What follows belongs to an exercise in optimizing a design on an open flow for small area, a short achievable clock period and few clock cycles per item; a production flow would make more cautious choices. RTL that was checked went through simulation tests only; none was proved equivalent to the original.

==> v20 <==
Design CONV, start of the top module:
module CONV(
	input  wire        clk,
	input  wire        reset,
	output reg         busy,
	input  wire        ready,
	output reg  [11:0] iaddr,
	input  wire [19:0] idata,
	output reg         cwr,
	output reg  [11:0] caddr_wr,
	output reg  [19:0] cdata_wr,
	output wire        crd,
	output wire [11:0] caddr_rd,
	input  wire [19:0] cdata_rd,
	output reg  [2:0]  csel
);
clock: 10.0 ns
lec_check: 0
abc_clock_period_in_ps: 3000
cap_margin: 20
core_margin: 2
core_utilization: 40
setup_slack_margin: 5
slew_margin: 20
synth_hierarchical: 1
synth_minimum_keep_size: 0
standard.sh (not shown) runs the stock make flow with config.mk's settings and CLKGATE_MAP_FILE= SYNTH_SCRIPT=/design/flow/synth_recipe.tcl, a recipe that flattens the netlist after the stock synthesis.
==> flow/flow/run.sh <==
#!/bin/bash
set -euo pipefail
MARGIN=6.7
sed "s/SETUP_SLACK_MARGIN=[0-9.]*/SETUP_SLACK_MARGIN=${MARGIN}/" standard.sh > standard_margin.sh
grep -q "SETUP_SLACK_MARGIN=${MARGIN}" standard_margin.sh
bash standard_margin.sh > standard.log 2>&1
==> inputs of v15, as changes to v20 <==
--- a/flow/design.v
+++ b/flow/design.v
@@ -2490,27 +2490,21 @@
   reg [19:0] h1, R0, R1;
   reg [10:0] pa;       
   reg        pa_ok;
   reg [9:0]  pb;       
   reg        pv;
   assign crd = 1'b1;
   assign caddr_rd = {pa[10:6], jd0, pa[5:1], 1'b0};
-  reg s_r1, s_ua, s_uc;
-  always @(posedge clk) begin
-    s_r1 <= (j == 3'd3);
-    s_ua <= (j == 3'd5) || (!m[0] && (j == 3'd2 || j == 3'd3));
-    s_uc <= (j == 3'd0) || (m[0] && j == 3'd2) || (!m[0] && j == 3'd3);
-  end
-  wire [19:0] ma = s_r1 ? R1 : R0;
-  wire gab = ma > cdata_wr;
-  wire gac = ma > cdata_rd;
-  wire gbc = cdata_wr > cdata_rd;
-  wire pk_a = s_ua & gab & (gac | ~s_uc);
-  wire pk_b = ~pk_a & (gbc | ~s_uc);
-  wire [19:0] mr = pk_a ? ma : (pk_b ? cdata_wr : cdata_rd);
+  wire g0w = R0 > cdata_wr;
+  wire g1w = R1 > cdata_wr;
+  wire g1r = R1 > cdata_rd;
+  wire gwr = cdata_wr > cdata_rd;
+  wire [19:0] mwr  = gwr ? cdata_wr : cdata_rd;
+  wire [19:0] m0w  = g0w ? R0 : cdata_wr;
+  wire [19:0] m1wr = (g1w & g1r) ? R1 : mwr;
   always @(posedge clk or posedge reset) begin
     if (reset) begin
       cwr <= 1'b0; pa_ok <= 1'b0; pv <= 1'b0;
     end else if (!busy) begin
       cwr <= 1'b0; pa_ok <= 1'b0; pv <= 1'b0;
     end else begin
       cwr <= 1'b0;
@@ -2535,31 +2529,31 @@
   always @(posedge clk) begin
     case (jd)
       3'd4: begin
         csel <= 3'd1; caddr_wr <= {byd, 1'b0, xd}; cdata_wr <= r0;
       end
       3'd5: begin
         csel <= 3'd2; caddr_wr <= {pa[10:6], 1'b0, pa[5:0]}; cdata_wr <= h1;
-        if (md[0]) R0 <= mr;
+        if (md[0]) R0 <= m0w;
       end
       3'd1: begin
         csel <= 3'd1; caddr_wr <= {pa[10:6], 1'b1, pa[5:0]}; cdata_wr <= r0;
       end
       3'd2: begin
         csel <= 3'd2; caddr_wr <= {pa[10:6], 1'b1, pa[5:0]}; cdata_wr <= h1;
-        if (md[0]) R0 <= mr;
-        else begin R0 <= mr; pb <= {pa[10:6], pa[5:1]}; end
+        if (md[0]) R0 <= mwr;
+        else begin R0 <= m0w; pb <= {pa[10:6], pa[5:1]}; end
       end
       3'd3: begin
         if (md[0]) begin csel <= 3'd4; caddr_wr <= {2'b00, pb}; cdata_wr <= R1; end
-        else      begin csel <= 3'd3; caddr_wr <= {2'b00, pb}; cdata_wr <= R0; R1 <= mr; end
+        else      begin csel <= 3'd3; caddr_wr <= {2'b00, pb}; cdata_wr <= R0; R1 <= m1wr; end
       end
       default: begin  
         if (md[0]) begin csel <= 3'd5; caddr_wr <= {1'b0, pb, 1'b0}; cdata_wr <= R0; end
-        else      begin csel <= 3'd5; caddr_wr <= {1'b0, pb, 1'b1}; cdata_wr <= R1; R1 <= mr; end
+        else      begin csel <= 3'd5; caddr_wr <= {1'b0, pb, 1'b1}; cdata_wr <= R1; R1 <= mwr; end
       end
     endcase
   end
 endmodule
 module FA(input wire a, input wire b, input wire c, output wire s, output wire co);
   assign s = a ^ b ^ c;
   assign co = (a & b) | (a & c) | (b & c);
==> flow/flow/run.sh (replaced) <==
#!/bin/bash
set -euo pipefail
MARGIN=7.0
sed "s/SETUP_SLACK_MARGIN=[0-9.]*/SETUP_SLACK_MARGIN=${MARGIN}/" standard.sh > standard_margin.sh
grep -q "SETUP_SLACK_MARGIN=${MARGIN}" standard_margin.sh
bash standard_margin.sh > standard.log 2>&1
==> inputs of v28, as changes to v20 <==
--- a/flow/design.v
+++ b/flow/design.v
@@ -2490,27 +2490,21 @@
   reg [19:0] h1, R0, R1;
   reg [10:0] pa;       
   reg        pa_ok;
   reg [9:0]  pb;       
   reg        pv;
   assign crd = 1'b1;
   assign caddr_rd = {pa[10:6], jd0, pa[5:1], 1'b0};
-  reg s_r1, s_ua, s_uc;
-  always @(posedge clk) begin
-    s_r1 <= (j == 3'd3);
-    s_ua <= (j == 3'd5) || (!m[0] && (j == 3'd2 || j == 3'd3));
-    s_uc <= (j == 3'd0) || (m[0] && j == 3'd2) || (!m[0] && j == 3'd3);
-  end
-  wire [19:0] ma = s_r1 ? R1 : R0;
-  wire gab = ma > cdata_wr;
-  wire gac = ma > cdata_rd;
-  wire gbc = cdata_wr > cdata_rd;
-  wire pk_a = s_ua & gab & (gac | ~s_uc);
-  wire pk_b = ~pk_a & (gbc | ~s_uc);
-  wire [19:0] mr = pk_a ? ma : (pk_b ? cdata_wr : cdata_rd);
+  wire g0w = R0 > cdata_wr;
+  wire g1w = R1 > cdata_wr;
+  wire g1r = R1 > cdata_rd;
+  wire gwr = cdata_wr > cdata_rd;
+  wire [19:0] mwr  = gwr ? cdata_wr : cdata_rd;
+  wire [19:0] m0w  = g0w ? R0 : cdata_wr;
+  wire [19:0] m1wr = (g1w & g1r) ? R1 : mwr;
   always @(posedge clk or posedge reset) begin
     if (reset) begin
       cwr <= 1'b0; pa_ok <= 1'b0; pv <= 1'b0;
     end else if (!busy) begin
       cwr <= 1'b0; pa_ok <= 1'b0; pv <= 1'b0;
     end else begin
       cwr <= 1'b0;
@@ -2535,31 +2529,31 @@
   always @(posedge clk) begin
     case (jd)
       3'd4: begin
         csel <= 3'd1; caddr_wr <= {byd, 1'b0, xd}; cdata_wr <= r0;
       end
       3'd5: begin
         csel <= 3'd2; caddr_wr <= {pa[10:6], 1'b0, pa[5:0]}; cdata_wr <= h1;
-        if (md[0]) R0 <= mr;
+        if (md[0]) R0 <= m0w;
       end
       3'd1: begin
         csel <= 3'd1; caddr_wr <= {pa[10:6], 1'b1, pa[5:0]}; cdata_wr <= r0;
       end
       3'd2: begin
         csel <= 3'd2; caddr_wr <= {pa[10:6], 1'b1, pa[5:0]}; cdata_wr <= h1;
-        if (md[0]) R0 <= mr;
-        else begin R0 <= mr; pb <= {pa[10:6], pa[5:1]}; end
+        if (md[0]) R0 <= mwr;
+        else begin R0 <= m0w; pb <= {pa[10:6], pa[5:1]}; end
       end
       3'd3: begin
         if (md[0]) begin csel <= 3'd4; caddr_wr <= {2'b00, pb}; cdata_wr <= R1; end
-        else      begin csel <= 3'd3; caddr_wr <= {2'b00, pb}; cdata_wr <= R0; R1 <= mr; end
+        else      begin csel <= 3'd3; caddr_wr <= {2'b00, pb}; cdata_wr <= R0; R1 <= m1wr; end
       end
       default: begin  
         if (md[0]) begin csel <= 3'd5; caddr_wr <= {1'b0, pb, 1'b0}; cdata_wr <= R0; end
-        else      begin csel <= 3'd5; caddr_wr <= {1'b0, pb, 1'b1}; cdata_wr <= R1; R1 <= mr; end
+        else      begin csel <= 3'd5; caddr_wr <= {1'b0, pb, 1'b1}; cdata_wr <= R1; R1 <= mwr; end
       end
     endcase
   end
 endmodule
 module FA(input wire a, input wire b, input wire c, output wire s, output wire co);
   assign s = a ^ b ^ c;
   assign co = (a & b) | (a & c) | (b & c);
==> flow/flow/run.sh (replaced) <==
#!/bin/bash
set -euo pipefail
MARGIN=6.6
sed "s/SETUP_SLACK_MARGIN=[0-9.]*/SETUP_SLACK_MARGIN=${MARGIN}/" standard.sh > standard_margin.sh
grep -q "SETUP_SLACK_MARGIN=${MARGIN}" standard_margin.sh
bash standard_margin.sh > standard.log 2>&1
==> flow/config.mk (replaced) <==
export PLATFORM = sky130hd
export DESIGN_NAME = CONV
export DESIGN_NICKNAME = CONV
export VERILOG_FILES = /design/flow/design.v
export SDC_FILE = /design/flow/constraint.sdc
export NUM_CORES = 4
export LEC_CHECK = 0
export ABC_AREA = 1
export CAP_MARGIN = 20
export CORE_MARGIN = 2
export CORE_UTILIZATION = 40
export SETUP_SLACK_MARGIN = 5
export SLEW_MARGIN = 20
export SYNTH_HIERARCHICAL = 1
export SYNTH_MINIMUM_KEEP_SIZE = 0
==> summary of the runs <==
v28 finished with timing, DRC and antenna clean. v20 finished with timing, DRC and antenna clean. v15 finished clean. Against v15, the flip-flop and latch count of v20 is higher by 3. The lowest global-route usage belongs to v20, the highest to v28. Utilization: v28 is lower than v15 (4.7 points). Setup slack, lowest first: v20, v15, v28. Count of clock-buffer cells in the layout: v28 is lower than v15 (6). Between v20 and v28, the lower synthesized area is in v20 (gap 4.4%, measured against v28). Of v20 and v28, v20 has the higher sequential share of layout area (gap 0.91 points). Register-to-register slack: v20 < v15 < v28.
==> figures <==
| metric | v15 | v20 | v28 |
|---|---|---|---|
| Outcome | finished clean | finished clean | finished clean |
| Fmax | 282 MHz | 255 MHz | 291 MHz |
| Compound-cell area share of the yosys netlist | 0.105 | 0.0970 | 0.0821 |
| Antenna diode instance count | 7 | 6 | 2 |
| Post-DR vias/cell | 5.62 | 5.52 | 5.32 |
| Post-route non-filler standard cell count | 6922 | 6770 | 8174 |
| Number of nets in the finished design | 6016 | 5840 | 7150 |
| Length of the first detailed-routing pass in iterations | 7 | 5 | 8 |
| Flip-flop and latch count | 1076 | 1079 | 1076 |
| Number of antenna violations at the first check in global routing | 18 | 8 | 14 |
| Area share of xor/xnor cells in the synthesized design | 0.0174 | 0.0166 | 0.0129 |
| Post-layout worst setup margin | 6.46 ns | 6.08 ns | 6.56 ns |
| Flop-to-flop setup slack | 6.46 ns | 6.19 ns | 6.56 ns |
| Core occupancy in the finished layout | 0.506 | 0.473 | 0.459 |
| Instance count on the critical path | 15 | 11 | 6 |
| Sink count of the clock tree | 1076 | 1079 | 1076 |
| Post-route met1 wirelength | 75100 um | 70800 um | 88700 um |
| First-pass GRT wire length | 265000 um | 247000 um | 305000 um |
| Inserted Clock Buffers | 115 | 114 | 114 |
| Initial standard-cell utilization of the core | 0.404 | 0.404 | 0.401 |
Testbench counts of v15, summed over its fixed seeds: cycles 147,804, images 12.
Testbench counts of v28, summed over its fixed seeds: cycles 147,804, images 12.
No functional check of the RTL was part of v20.

## re-timing with driven ports
Ports are ideal in the flow. The routed layouts listed here were re-timed in OpenROAD.
Step 1 sets driving cells, clkbuf_16 on the clock port and buf_2 on the other inputs (assumed; they add their load-dependent delay and slew).
Step 2 times the ports against the registers' clock, not the clock port: input delays grow and output delays shrink by t, the midpoint of the rising clock arrivals with the driver on.
Three values: no drivers, after step 1, after step 2; two values: the first two.
| run | shift t [ns] | setup WS [ns] | hold slack, ns | worst data-port slew with drivers (ns) | cell pins on the clock port's net |
|---|---|---|---|---|---|
| v20 | 0.817 | 6.075 / 6.123 / 5.306 | 0.292 / 0.292 / 0.292 | 0.06 | 1 |
| v15 | 0.808 | 6.460 / 6.460 / 5.701 | 0.317 / 0.317 / 0.317 | 0.07 | 1 |
| v28 | 0.807 | 6.560 / 6.560 / 5.887 | 0.303 / 0.303 / 0.303 | 0.07 | 1 |
After both steps setup and hold are still met in every run listed. The setup slack of v20, which loses most, moves by +0.048 ns with the drivers and by -0.769 ns with both steps.
